This design comes from an exercise in tuning for small area on the open sky130 flow, not from production work. Where RTL was checked, it was by simulation tests only, not by an equivalence proof against the original. The clock port is modelled as an ideal driver, which makes a skipped or thinned clock tree look cheaper than it is; a real chip needs a root buffer or a tree. Power is estimated from default activity; no workload was simulated.

== harbor ==
==> flow/design.v <==
module seg_dynamic
(
    input wire sys_clk,
    input wire sys_rst_n,
    input wire [13:0] data,
    input wire [3:0] point,
    input wire seg_en,
    input wire sign,
    output wire stcp,
    output reg shcp,
    output reg ds
);
reg [3:0]  a;
reg [1:0]  q;
reg [11:0] w;
reg [2:0]  cs;     
wire wtop = w[11] & w[10] & w[5] & w[4];    
wire wend = wtop & w[2];                    
wire ewin = wtop & ~w[2];                   
wire [1:0] wl = w[1:0];
always @(posedge sys_clk or negedge sys_rst_n)
    if (!sys_rst_n) begin
        a <= 4'd1;
        q <= 2'd0;
        w <= 12'd3124;
    end else begin
        a <= a + 1'b1;
        if (a[1:0] == 2'd3)
            q <= (q == 2'd2) ? 2'd0 : q + 1'b1;
        if (a == 4'd15)
            w <= wend ? 12'd0 : w + 1'b1;
    end
wire flag = wend & (a == 4'd0);    
always @(posedge sys_clk or negedge sys_rst_n)
    if (!sys_rst_n)
        cs <= 3'd0;
    else if (flag)
        cs <= (cs == 3'd5) ? 3'd0 : cs + 1'b1;
wire codd = cs[0];
reg [13:0] r;
reg [3:0]  rem;
reg        qf;     
reg        pf;     
reg        pk;     
reg        pz;     
wire [1:0] v = codd ? wl : wl - 1'b1;
wire load  = ewin & (a == 4'd2) & (v == 2'd0) & (codd | wl[0]);
wire start = ewin & (((v == 2'd0) & (a == 4'd3)) | ((v == 2'd1) & (a == 4'd1)) |
                     ((v == 2'd1) & (a == 4'd15)) | ((v == 2'd2) & (a == 4'd13)));
reg  hold;
always @(*)
    case (cs[1:0])
        2'd0: hold = (wl == 2'd3) | ((wl == 2'd2) & (a != 4'd0));
        2'd1: hold = wl[1] | ((wl == 2'd1) & (a == 4'd15));
        2'd2: hold = (wl == 2'd3) & (a >= 4'd13);
        default: hold = (wl == 2'd3) & (a >= 4'd11);
    endcase
wire [3:0] rin  = start ? 4'd0 : rem;
wire [4:0] dbl  = {rin, r[13]};
wire       qbit = (dbl >= 5'd10);
wire [3:0] rnx  = qbit ? (dbl - 5'd10) : dbl[3:0];
always @(posedge sys_clk) begin
    r <= load ? data : {r[12:0], qbit};
    if (!(hold & ewin)) begin
        rem <= rnx;
        qf  <= start ? qbit : (qf | qbit);
        if (start)
            pf <= (rem != 4'd0);
    end
end
wire [3:0] pc;   
wire [3:0] pl;   
assign pc = {point[3], |point[3:2], |point[3:1], |point[3:0]};
reg  kc, kl;
always @(*)
    case (cs)
        3'd1: begin kc = pc[1]; kl = pc[0]; end
        3'd2: begin kc = pc[2]; kl = pc[1]; end
        default: begin kc = pc[3]; kl = pc[2]; end
    endcase
wire nzc = qf | (rem != 4'd0);
always @(posedge sys_clk) begin
    pk <= (cs[1:0] == 2'd0) | nzc | kc;
    pz <= (pf | kl) & sign;
end
wire [3:0] nib = cs[2] ? 4'd0 : pk ? rem : {3'b101, ~pz};
reg [3:0] dd;
reg       dot;
always @(posedge sys_clk or negedge sys_rst_n)
    if (!sys_rst_n) begin
        dd  <= 4'd0;
        dot <= 1'b1;
    end else if (flag) begin
        if (seg_en)
            dd <= nib;
        dot <= (cs[2]) ? 1'b1 : ~point[cs[1:0]];
    end
reg [7:0] seg;
always @(*)
    case (dd)
        4'd0: seg = {dot, 7'b100_0000};
        4'd1: seg = {dot, 7'b111_1001};
        4'd2: seg = {dot, 7'b010_0100};
        4'd3: seg = {dot, 7'b011_0000};
        4'd4: seg = {dot, 7'b001_1001};
        4'd5: seg = {dot, 7'b001_0010};
        4'd6: seg = {dot, 7'b000_0010};
        4'd7: seg = {dot, 7'b111_1000};
        4'd8: seg = {dot, 7'b000_0000};
        4'd9: seg = {dot, 7'b001_0000};
        4'd10: seg = 8'b1011_1111;
        4'd11: seg = 8'b1111_1111;
        default: seg = 8'b1100_0000;
    endcase
wire [3:0] sel = (cs == 3'd1) ? 4'b0001 :
                 (cs == 3'd2) ? 4'b0010 :
                 (cs == 3'd3) ? 4'b0100 :
                 (cs == 3'd4) ? 4'b1000 : 4'b0000;
wire [11:0] frame = {seg[0], seg[1], seg[2], seg[3], seg[4], seg[5], seg[6], seg[7], sel};
reg [3:0] idx;
always @(*)
    case ({a[3:2], q})
        4'b00_00: idx = 4'd0;
        4'b01_01: idx = 4'd1;
        4'b10_10: idx = 4'd2;
        4'b11_00: idx = 4'd3;
        4'b00_01: idx = 4'd4;
        4'b01_10: idx = 4'd5;
        4'b10_00: idx = 4'd6;
        4'b11_01: idx = 4'd7;
        4'b00_10: idx = 4'd8;
        4'b01_00: idx = 4'd9;
        4'b10_01: idx = 4'd10;
        default:  idx = 4'd11;
    endcase
reg ds_pre;
always @(posedge sys_clk or negedge sys_rst_n)
    if (!sys_rst_n) begin
        ds_pre <= 1'b0;
        ds     <= 1'b0;
        shcp   <= 1'b0;
    end else begin
        ds_pre <= frame[idx];
        if (a[1:0] == 2'd1)
            ds <= ds_pre;
        shcp <= a[1] ~^ a[0];
    end
assign stcp = shcp & (a == 4'd1) & (q == 2'd0);
endmodule
module seg_595_dynamic
(
    input wire sys_clk,
    input wire sys_rst_n,
    input wire [13:0] data,
    input wire [3:0] point,
    input wire seg_en,
    input wire sign,
    output wire stcp,
    output wire shcp,
    output wire ds,
    output wire oe
);
seg_dynamic seg_dynamic_inst
(
    .sys_clk(sys_clk),
    .sys_rst_n(sys_rst_n),
    .data(data),
    .point(point),
    .seg_en(seg_en),
    .sign(sign),
    .stcp(stcp),
    .shcp(shcp),
    .ds(ds)
);
assign oe = ~sys_rst_n;
endmodule
export LEC_CHECK = 0
export CAP_MARGIN = 20
export CORE_MARGIN = 2
export CORE_UTILIZATION = 40
export SLEW_MARGIN = 20
create_clock -name core_clock -period 10.0 [get_ports {sys_clk}]
run.sh (not shown) runs the stock make flow with config.mk's settings and CLKGATE_MAP_FILE= SYNTH_SCRIPT=/design/flow/synth_recipe.tcl, a recipe that flattens the netlist after the stock synthesis.
Setup changes, harbor to amber
--- a/flow/design.v
+++ b/flow/design.v
@@ -56,10 +56,19 @@
         default: hold = (wl == 2'd3) & (a >= 4'd11);
     endcase
-wire [3:0] rin  = start ? 4'd0 : rem;
-wire [4:0] dbl  = {rin, r[13]};
-wire       qbit = (dbl >= 5'd10);
-wire [3:0] rnx  = qbit ? (dbl - 5'd10) : dbl[3:0];
+wire [3:0] rin  = (start | ~ewin) ? 4'd0 : rem;
+wire       qbit = rin[3] | (rin[2] & (rin[1] | rin[0]));    
+reg  [2:0] rm5;                                             
+always @(*)
+    case (rin)
+        4'd0, 4'd5: rm5 = 3'd0;
+        4'd1, 4'd6: rm5 = 3'd1;
+        4'd2, 4'd7: rm5 = 3'd2;
+        4'd3, 4'd8: rm5 = 3'd3;
+        4'd4, 4'd9: rm5 = 3'd4;
+        default:    rm5 = {1'b0, rin[1:0]};
+    endcase
+wire [3:0] rnx = {rm5, r[13]};
 always @(posedge sys_clk) begin
-    r <= load ? data : {r[12:0], qbit};
+    r <= {r[12:0], qbit} | ({14{load}} & data);
     if (!(hold & ewin)) begin
         rem <= rnx;
Results
- harbor fits on a die that is larger than the die of amber.
- Summary: with harbor as the reference, post-synthesis average cell area in amber moved down by a few percent.
- There was hardly any difference in count of nets after finishing between amber and harbor.
- Diff amber..harbor | max capacitance violation total | unchanged
- Going from harbor to amber, average detailed-routed wire length per instance grows by 1.1%.
- amber vs. harbor: final setup slack of the worst path went up by 0.017 ns.
- Against harbor as the reference, amber delivers a lower overall power of the completed layout.
- amber can be clocked faster than harbor.
No run of this note included a check of the RTL's function; only the layout flow was run.

---

seg_595_dynamic, a different RTL version from the one above (not shown whole).
For scale: ~250 cells after synthesis, roughly 51 flip-flops, about 2500 um2 of cells after synthesis.
==> module seg_dynamic, before the edit <==
module seg_dynamic
(
    input wire sys_clk,
    input wire sys_rst_n,
    input wire [13:0] data,
    input wire [3:0] point,
    input wire seg_en,
    input wire sign,
    output wire stcp,
    output reg shcp,
    output reg ds
);
reg [1:0]  a2;
reg [3:0]  m;
wire [3:0] a = {m[1:0], a2};    
reg [11:0] w;
reg [2:0]  cs;     
wire wtop = w[11] & w[10] & w[5] & w[4];    
wire wend = wtop & w[2];                    
wire ewin = wtop & ~w[2];                   
wire [1:0] wl = w[1:0];
wire mt = (a2 == 2'd3);                      
wire wt = mt & (m[1:0] == 2'd3);             
wire [3:0]  minc = m + mt;                   
wire [11:0] winc = w + wt;                   
always @(posedge sys_clk or negedge sys_rst_n)
    if (!sys_rst_n) begin
        a2 <= 2'd1;
        m <= 4'd0;
        w <= 12'd3124;
    end else begin
        a2 <= a2 + 1'b1;
        m <= minc & ~({4{mt & m[3] & m[1] & m[0]}} & 4'b1100);
        w <= winc & ~({12{wt & wend}} & 12'b1100_0011_0101);
    end
wire flag = wend & (a == 4'd0);    
always @(posedge sys_clk or negedge sys_rst_n)
    if (!sys_rst_n)
        cs <= 3'd0;
    else if (flag)
        cs <= {cs[1:0], ~cs[2]};
wire s0 = ~cs[2] & ~cs[0];
wire s1 = ~cs[1] &  cs[0];
wire s2 = ~cs[2] &  cs[1];
wire s3 =  cs[2] &  cs[0];
wire s4 =  cs[1] & ~cs[0];
wire shi = cs[2] & ~cs[0];           
wire codd = cs[2] ^ cs[1] ^ cs[0];
reg [15:0] r;
reg [3:0]  rem;
reg        pf;     
wire [1:0] W = wl;
wire load  = ewin & (a == 4'd2) & (W == {1'b0, ~codd});
wire start = ewin & (((W == 2'd0) & (a == 4'd3)) | ((W == 2'd1) & (a == 4'd3)) |
                     ((W == 2'd2) & (a == 4'd2)) | ((W == 2'd3) & (a == 4'd1)));
wire last  = ewin & (W == 2'd3) & (a == 4'd15);
wire tap16 = ewin & ((W == 2'd0) | ((W == 2'd1) & (a < 4'd3)));
reg  rot;
always @(*)
    case (1'b1)
        s0: rot = ewin & ((W != 2'd3) | (a == 4'd0));
        s1: rot = ewin & (~W[1] | ((W == 2'd2) & (a < 4'd2)));
        default: rot = 1'b0;
    endcase
wire       top  = tap16 ? r[15] : r[14];
wire [3:0] rin  = (start | ~ewin) ? 4'd0 : rem;
wire [2:0] ru   = rin[3:1];
wire       qbit = ru[0] ^ rin[0];                           
reg  [2:0] un;                                              
always @(*)
    case ({ru, top})
        4'b000_0: un = 3'd0;
        4'b000_1: un = 3'd1;
        4'b001_0: un = 3'd2;
        4'b001_1: un = 3'd3;
        4'b010_0: un = 3'd4;
        4'b010_1: un = 3'd0;
        4'b011_0: un = 3'd1;
        4'b011_1: un = 3'd2;
        4'b100_0: un = 3'd3;
        4'b100_1: un = 3'd4;
        default:  un = {2'b00, top};
    endcase
always @(posedge sys_clk) begin
    r   <= {r[14:0], rot ? top : qbit} | {2'b00, {14{load}} & data};
    rem <= {un, top};
    if (start)
        pf <= (rem != 4'd0);
    else if (last)
        pf <= (pf | kl) & sign;    
end
wire [3:0] pc = {point[3], |point[3:2], |point[3:1], |point[3:0]};    
reg  kc, kl;
always @(*)
    case (1'b1)
        s1: begin kc = pc[1]; kl = pc[0]; end
        s2: begin kc = pc[2]; kl = pc[1]; end
        default: begin kc = pc[3]; kl = pc[2]; end
    endcase
reg kc_d;
always @(posedge sys_clk)
    kc_d <= kc;
wire show = s0 | (r[6:0] != 7'd0) | (rem != 4'd0) | kc_d;
wire [3:0] nib = shi ? 4'd0 : show ? rem : {3'b111, ~pf};    
reg [3:0] dd;
reg       dot;
always @(posedge sys_clk or negedge sys_rst_n)
    if (!sys_rst_n) begin
        dd  <= 4'd0;
        dot <= 1'b1;
    end else if (flag) begin
        if (seg_en)
            dd <= nib;
        dot <= ~((s0 & point[0]) | (s1 & point[1]) | (s2 & point[2]) | (s3 & point[3]));
    end
reg [7:0] seg;    
always @(*)
    case (dd)
        4'b0000: seg = {dot, 7'b100_0000};    
        4'b0011: seg = {dot, 7'b111_1001};    
        4'b0100: seg = {dot, 7'b010_0100};    
        4'b0111: seg = {dot, 7'b011_0000};    
        4'b1000: seg = {dot, 7'b001_1001};    
        4'b0001: seg = {dot, 7'b001_0010};    
        4'b0010: seg = {dot, 7'b000_0010};    
        4'b0101: seg = {dot, 7'b111_1000};    
        4'b0110: seg = {dot, 7'b000_0000};    
        4'b1001: seg = {dot, 7'b001_0000};    
        4'b1110: seg = 8'b1011_1111;          
        default: seg = 8'b1111_1111;          
    endcase
wire [3:0] sel = {s4, s3, s2, s1};
wire [11:0] frame = {seg[0], seg[1], seg[2], seg[3], seg[4], seg[5], seg[6], seg[7], sel};
reg ds_pre;    
always @(posedge sys_clk)
    ds_pre <= frame[m];
always @(posedge sys_clk or negedge sys_rst_n)
    if (!sys_rst_n) begin
        ds   <= 1'b0;
        shcp <= 1'b0;
    end else begin
        if ((a2 == 2'd1) & shcp)    
            ds <= ds_pre;
        shcp <= a2[1] ~^ a2[0];    
    end
assign stcp = shcp & (a2 == 2'd1) & (m == 4'd0);
endmodule
Settings: LEC_CHECK=0, CAP_MARGIN=20, CORE_MARGIN=2, CORE_UTILIZATION=60, SLEW_MARGIN=20; clock period 10.0 ns.
standard.sh (not shown) runs the stock make flow with config.mk's settings and CLKGATE_MAP_FILE= SYNTH_SCRIPT=/design/flow/synth_recipe.tcl, a recipe that flattens the netlist after the stock synthesis.
==> flow/flow/run.sh <==
#!/bin/bash
set -euo pipefail
export BUFFER_PORTS_ARGS="-buffer_cell sky130_fd_sc_hd__buf_1"
export CLK_GROUPS=3
export CLK_GROUP_CELL=sky130_fd_sc_hd__clkbuf_8
export PRE_CTS_TCL="$(pwd)/flow/clk_groups.tcl"
export POST_RESIZE_TCL="$(pwd)/flow/downsize.tcl"
export POST_FLOORPLAN_TCL="$(pwd)/flow/restructure.tcl"
bash standard.sh > standard_flow.log 2>&1
Other scripts of this flow, unchanged in this note and not shown: flow/flow/clk_groups.tcl, flow/flow/downsize.tcl, flow/flow/restructure.tcl
==> next run, changes <==
--- a/flow/design.v
+++ b/flow/design.v
@@ -49,4 +49,5 @@
 reg [15:0] r;
 reg [3:0]  rem;
+reg        qf;     
 reg        pf;     
 wire [1:0] W = wl;
@@ -54,5 +55,4 @@
 wire start = ewin & (((W == 2'd0) & (a == 4'd3)) | ((W == 2'd1) & (a == 4'd3)) |
                      ((W == 2'd2) & (a == 4'd2)) | ((W == 2'd3) & (a == 4'd1)));
-wire last  = ewin & (W == 2'd3) & (a == 4'd15);
 wire tap16 = ewin & ((W == 2'd0) | ((W == 2'd1) & (a < 4'd3)));
 reg  rot;
@@ -85,8 +85,7 @@
     r   <= {r[14:0], rot ? top : qbit} | {2'b00, {14{load}} & data};
     rem <= {un, top};
+    qf  <= start ? qbit : (qf | qbit);
     if (start)
         pf <= (rem != 4'd0);
-    else if (last)
-        pf <= (pf | kl) & sign;    
 end
 wire [3:0] pc = {point[3], |point[3:2], |point[3:1], |point[3:0]};    
@@ -98,9 +97,11 @@
         default: begin kc = pc[3]; kl = pc[2]; end
     endcase
-reg kc_d;
-always @(posedge sys_clk)
+reg kc_d, z_d;
+always @(posedge sys_clk) begin
     kc_d <= kc;
-wire show = s0 | (r[6:0] != 7'd0) | (rem != 4'd0) | kc_d;
-wire [3:0] nib = shi ? 4'd0 : show ? rem : {3'b111, ~pf};    
+    z_d  <= (pf | kl) & sign;    
+end
+wire show = s0 | qf | (rem != 4'd0) | kc_d;
+wire [3:0] nib = shi ? 4'd0 : show ? rem : {3'b111, ~z_d};    
 reg [3:0] dd;
 reg       dot;
After rerunning: Setup slack got worse by 0.025 ns; wire length falls by 1.3%; power goes up by 3.8%; die area is about the same; design area goes up by about 0.3%; maximum frequency decreases by about 0.54%; core utilization went up by 0.19 points; register-to-register slack is worse by 0.16 ns; flip-flop and latch count climbs by 2; final cell count rose by 0.64%.
In every run of this note, the design's own scripts or RTL, not TritonCTS, make the clock network.

---

purple:
Another version of the RTL of seg_595_dynamic (not shown whole).
For scale: about 260 cells after synthesis, ~50 flip-flops, ~2500 sq um of cells after synthesis.
==> module seg_dynamic, before the edit <==
module seg_dynamic
(
    input wire sys_clk,
    input wire sys_rst_n,
    input wire [13:0] data,
    input wire [3:0] point,
    input wire seg_en,
    input wire sign,
    output wire stcp,
    output reg shcp,
    output reg ds
);
reg [1:0]  a2;
reg [3:0]  m;
wire [3:0] a = {m[1:0], a2};    
reg [11:0] w;
reg [2:0]  cs;     
wire wtop = w[11] & w[10] & w[5] & w[4];    
wire wend = wtop & w[2];                    
wire ewin = wtop & ~w[2];                   
wire [1:0] wl = w[1:0];
wire mt = (a2 == 2'd3);                      
wire wt = mt & (m[1:0] == 2'd3);             
wire [3:0]  minc = m + mt;                   
wire [11:0] winc = w + wt;                   
always @(posedge sys_clk or negedge sys_rst_n)
    if (!sys_rst_n) begin
        a2 <= 2'd1;
        m <= 4'd0;
        w <= 12'd3124;
    end else begin
        a2 <= a2 + 1'b1;
        m <= minc & ~({4{mt & m[3] & m[1] & m[0]}} & 4'b1100);
        w <= winc & ~({12{wt & wend}} & 12'b1100_0011_0101);
    end
wire flag = wend & (a == 4'd0);    
always @(posedge sys_clk or negedge sys_rst_n)
    if (!sys_rst_n)
        cs <= 3'd0;
    else if (flag)
        cs <= {cs[1:0], ~cs[2]};
wire s0 = ~cs[2] & ~cs[0];
wire s1 = ~cs[1] &  cs[0];
wire s2 = ~cs[2] &  cs[1];
wire s3 =  cs[2] &  cs[0];
wire s4 =  cs[1] & ~cs[0];
wire shi = cs[2] & ~cs[0];           
wire codd = cs[2] ^ cs[1] ^ cs[0];
reg [15:0] r;
reg [3:0]  rem;
reg        pf;     
wire [1:0] W = wl;
wire load  = (a == 4'd2) & (W == {1'b0, ~codd});
wire start = (~W[1] & (a == 4'd3)) | ((W == 2'd2) & (a == 4'd2)) | ((W == 2'd3) & (a == 4'd1));
wire last  = ewin & (W == 2'd3) & (a == 4'd15);
wire tap16 = ~W[1] & (~W[0] | (a < 4'd3));
reg  rot;
always @(*)
    case (1'b1)
        s0: rot = ewin & ((W != 2'd3) | (a == 4'd0));
        s1: rot = ewin & (~W[1] | ((W == 2'd2) & (a < 4'd2)));
        default: rot = 1'b0;
    endcase
wire       top  = tap16 ? r[15] : r[14];
wire [3:0] rin  = (start | ~ewin) ? 4'd0 : rem;
wire [2:0] ru   = rin[3:1];
wire       qbit = ru[0] ^ rin[0];                           
reg  [2:0] un;                                              
always @(*)
    case ({ru, top})
        4'b000_0: un = 3'd0;
        4'b000_1: un = 3'd1;
        4'b001_0: un = 3'd2;
        4'b001_1: un = 3'd3;
        4'b010_0: un = 3'd4;
        4'b010_1: un = 3'd0;
        4'b011_0: un = 3'd1;
        4'b011_1: un = 3'd2;
        4'b100_0: un = 3'd3;
        4'b100_1: un = 3'd4;
        default:  un = {2'b00, top};
    endcase
always @(posedge sys_clk) begin
    r   <= {r[14:0], rot ? top : (qbit | (last & kc))} | {2'b00, {14{load}} & data};
    rem <= {un, top};
    if (start)
        pf <= (rem != 4'd0);
    else if (last)
        pf <= (pf | kl) & sign;    
end
wire [3:0] pc = {point[3], |point[3:2], |point[3:1], |point[3:0]};    
reg  kc, kl;
always @(*)
    case (1'b1)
        s1: begin kc = pc[1]; kl = pc[0]; end
        s2: begin kc = pc[2]; kl = pc[1]; end
        default: begin kc = pc[3]; kl = pc[2]; end
    endcase
wire show = s0 | (r[6:0] != 7'd0) | (rem != 4'd0);
wire [3:0] nib = shi ? 4'd0 : show ? rem : {3'b111, ~pf};    
reg [3:0] dd;
reg       dot;
always @(posedge sys_clk or negedge sys_rst_n)
    if (!sys_rst_n) begin
        dd  <= 4'd0;
        dot <= 1'b1;
    end else if (flag) begin
        if (seg_en)
            dd <= nib;
        dot <= ~((s0 & point[0]) | (s1 & point[1]) | (s2 & point[2]) | (s3 & point[3]));
    end
reg [7:0] seg;    
always @(*)
    case (dd)
        4'b0000: seg = {dot, 7'b100_0000};    
        4'b0011: seg = {dot, 7'b111_1001};    
        4'b0100: seg = {dot, 7'b010_0100};    
        4'b0111: seg = {dot, 7'b011_0000};    
        4'b1000: seg = {dot, 7'b001_1001};    
        4'b0001: seg = {dot, 7'b001_0010};    
        4'b0010: seg = {dot, 7'b000_0010};    
        4'b0101: seg = {dot, 7'b111_1000};    
        4'b0110: seg = {dot, 7'b000_0000};    
        4'b1001: seg = {dot, 7'b001_0000};    
        4'b1110: seg = 8'b1011_1111;          
        default: seg = 8'b1111_1111;          
    endcase
wire [3:0] sel = {s4, s3, s2, s1};
wire [11:0] frame = {seg[0], seg[1], seg[2], seg[3], seg[4], seg[5], seg[6], seg[7], sel};
reg ds_pre;    
always @(posedge sys_clk)
    ds_pre <= frame[m];
always @(posedge sys_clk or negedge sys_rst_n)
    if (!sys_rst_n) begin
        ds   <= 1'b0;
        shcp <= 1'b0;
    end else begin
        if ((a2 == 2'd1) & shcp)    
            ds <= ds_pre;
        shcp <= a2[1] ~^ a2[0];    
    end
assign stcp = shcp & (a2 == 2'd1) & (m == 4'd0);
endmodule
clock: 10.0 ns
lec_check: 0
cap_margin: 20
core_margin: 2
core_utilization: 60
slew_margin: 20
==> flow/flow/run.sh <==
#!/bin/bash
# The standard layout (standard.sh, standard synthesis unchanged) with four
# changes made through ORFS hooks and variables:
#  - port buffers use the smallest buffer cell (BUFFER_PORTS_ARGS);
#  - after floorplanning, OpenROAD's restructure re-maps the combinational
#    logic for area, with a library copy that leaves out the don't-use cells
#    (flow/restructure.tcl); registers are not touched;
#  - after placement resizing, logic gates are set to their smallest drive
#    (flow/downsize.tcl);
#  - the clock tree is 3 clkbuf_8, each fed from the clock port and driving
#    one group of nearby registers (flow/clk_groups.tcl).
# The make output goes to standard_flow.log; ORFS keeps each step's log
# under orfs/logs.
set -euo pipefail
export BUFFER_PORTS_ARGS="-buffer_cell sky130_fd_sc_hd__buf_1"
export CLK_GROUPS=3
export CLK_GROUP_CELL=sky130_fd_sc_hd__clkbuf_8
export PRE_CTS_TCL="$(pwd)/flow/clk_groups.tcl"
export POST_RESIZE_TCL="$(pwd)/flow/downsize.tcl"
export POST_FLOORPLAN_TCL="$(pwd)/flow/restructure.tcl"
bash standard.sh > standard_flow.log 2>&1
Other scripts of this flow, unchanged in this note and not shown: flow/flow/clk_groups.tcl, flow/flow/downsize.tcl, flow/flow/restructure.tcl
For red, these inputs were changed with respect to purple:
--- a/flow/design.v
+++ b/flow/design.v
@@ -47,16 +47,17 @@
 wire shi = cs[2] & ~cs[0];           
 wire codd = cs[2] ^ cs[1] ^ cs[0];
 reg [15:0] r;
 reg [3:0]  rem;
 reg        pf;     
 wire [1:0] W = wl;
-wire load  = (a == 4'd2) & (W == {1'b0, ~codd});
-wire start = (~W[1] & (a == 4'd3)) | ((W == 2'd2) & (a == 4'd2)) | ((W == 2'd3) & (a == 4'd1));
+wire load  = ewin & (a == 4'd2) & (W == {1'b0, ~codd});
+wire start = ewin & (((W == 2'd0) & (a == 4'd3)) | ((W == 2'd1) & (a == 4'd3)) |
+                     ((W == 2'd2) & (a == 4'd2)) | ((W == 2'd3) & (a == 4'd1)));
 wire last  = ewin & (W == 2'd3) & (a == 4'd15);
-wire tap16 = ~W[1] & (~W[0] | (a < 4'd3));
+wire tap16 = ewin & ((W == 2'd0) | ((W == 2'd1) & (a < 4'd3)));
 reg  rot;
 always @(*)
     case (1'b1)
         s0: rot = ewin & ((W != 2'd3) | (a == 4'd0));
         s1: rot = ewin & (~W[1] | ((W == 2'd2) & (a < 4'd2)));
         default: rot = 1'b0;
@@ -78,13 +79,13 @@
         4'b011_1: un = 3'd2;
         4'b100_0: un = 3'd3;
         4'b100_1: un = 3'd4;
         default:  un = {2'b00, top};
     endcase
 always @(posedge sys_clk) begin
-    r   <= {r[14:0], rot ? top : (qbit | (last & kc))} | {2'b00, {14{load}} & data};
+    r   <= {r[14:0], rot ? top : qbit} | {2'b00, {14{load}} & data};
     rem <= {un, top};
     if (start)
         pf <= (rem != 4'd0);
     else if (last)
         pf <= (pf | kl) & sign;    
 end
@@ -93,13 +94,16 @@
 always @(*)
     case (1'b1)
         s1: begin kc = pc[1]; kl = pc[0]; end
         s2: begin kc = pc[2]; kl = pc[1]; end
         default: begin kc = pc[3]; kl = pc[2]; end
     endcase
-wire show = s0 | (r[6:0] != 7'd0) | (rem != 4'd0);
+reg kc_d;
+always @(posedge sys_clk)
+    kc_d <= kc;
+wire show = s0 | (r[6:0] != 7'd0) | (rem != 4'd0) | kc_d;
 wire [3:0] nib = shi ? 4'd0 : show ? rem : {3'b111, ~pf};    
 reg [3:0] dd;
 reg       dot;
 always @(posedge sys_clk or negedge sys_rst_n)
     if (!sys_rst_n) begin
         dd  <= 4'd0;
--- outcome ---
- Against purple, red reports a register-to-register slack that is higher.
- purple and red ended up with roughly the same final critical-path share of the clock period.
- red and purple ended up with roughly the same worst setup slack.
- red against purple; number of storage elements in the synthesis netlist is up by a few percent.
- Compared purple against red; worst-case hold slack within noise.
- Relative to purple, the synthesized cell count measured on red has decreased by a few percent.
- On relative contribution of the clock network to total power: red sits below purple.
- Relative to purple, the via-per-instance ratio measured on red has increased by a few percent.
- purple has a higher final standard cell utilization of the core than red.
- In red, multi-input logic portion of the cell area is higher than in purple.
No functional check of the RTL was part of purple. In every run of this note, the design's own scripts or RTL, not TritonCTS, make the clock network.

[afterwards: timing with drivers on the ports]
Ports are ideal in the flow. The routed layouts listed here were re-timed in OpenROAD.
Step 1, drivers: a clkbuf_16 drives sys_clk and a buf_2 each remaining input, both assumed.
Step 2, shift: input delay + t, output delay - t, t = (earliest + latest rising clock arrival at the registers) / 2. This alone moves slack from input paths to output paths.
Three values: no drivers, after step 1, after step 2; two values: the first two.
run | shift t [ns] | setup WS [ns] | clock arrival spread, ns | worst data-port slew with drivers (ns)
harbor | 0.337 | 4.634 / 4.610 / 4.610 | 0.006 / 0.006 | 0.03
amber | 0.337 | 4.651 / 4.629 / 4.629 | 0.009 / 0.010 | 0.04
the first run of note 2 | 0.200 | 5.350 / 5.324 / 5.324 | 0.007 / 0.007 | 0.04
the second run of note 2 | 0.197 | 5.325 / 5.301 / 5.301 | 0.014 / 0.014 | 0.03
purple | 0.191 | 5.353 / 5.329 / 5.329 | 0.012 / 0.012 | 0.04
red | 0.200 | 5.350 / 5.324 / 5.324 | 0.007 / 0.007 | 0.04
After both steps every run listed still meets setup and hold.
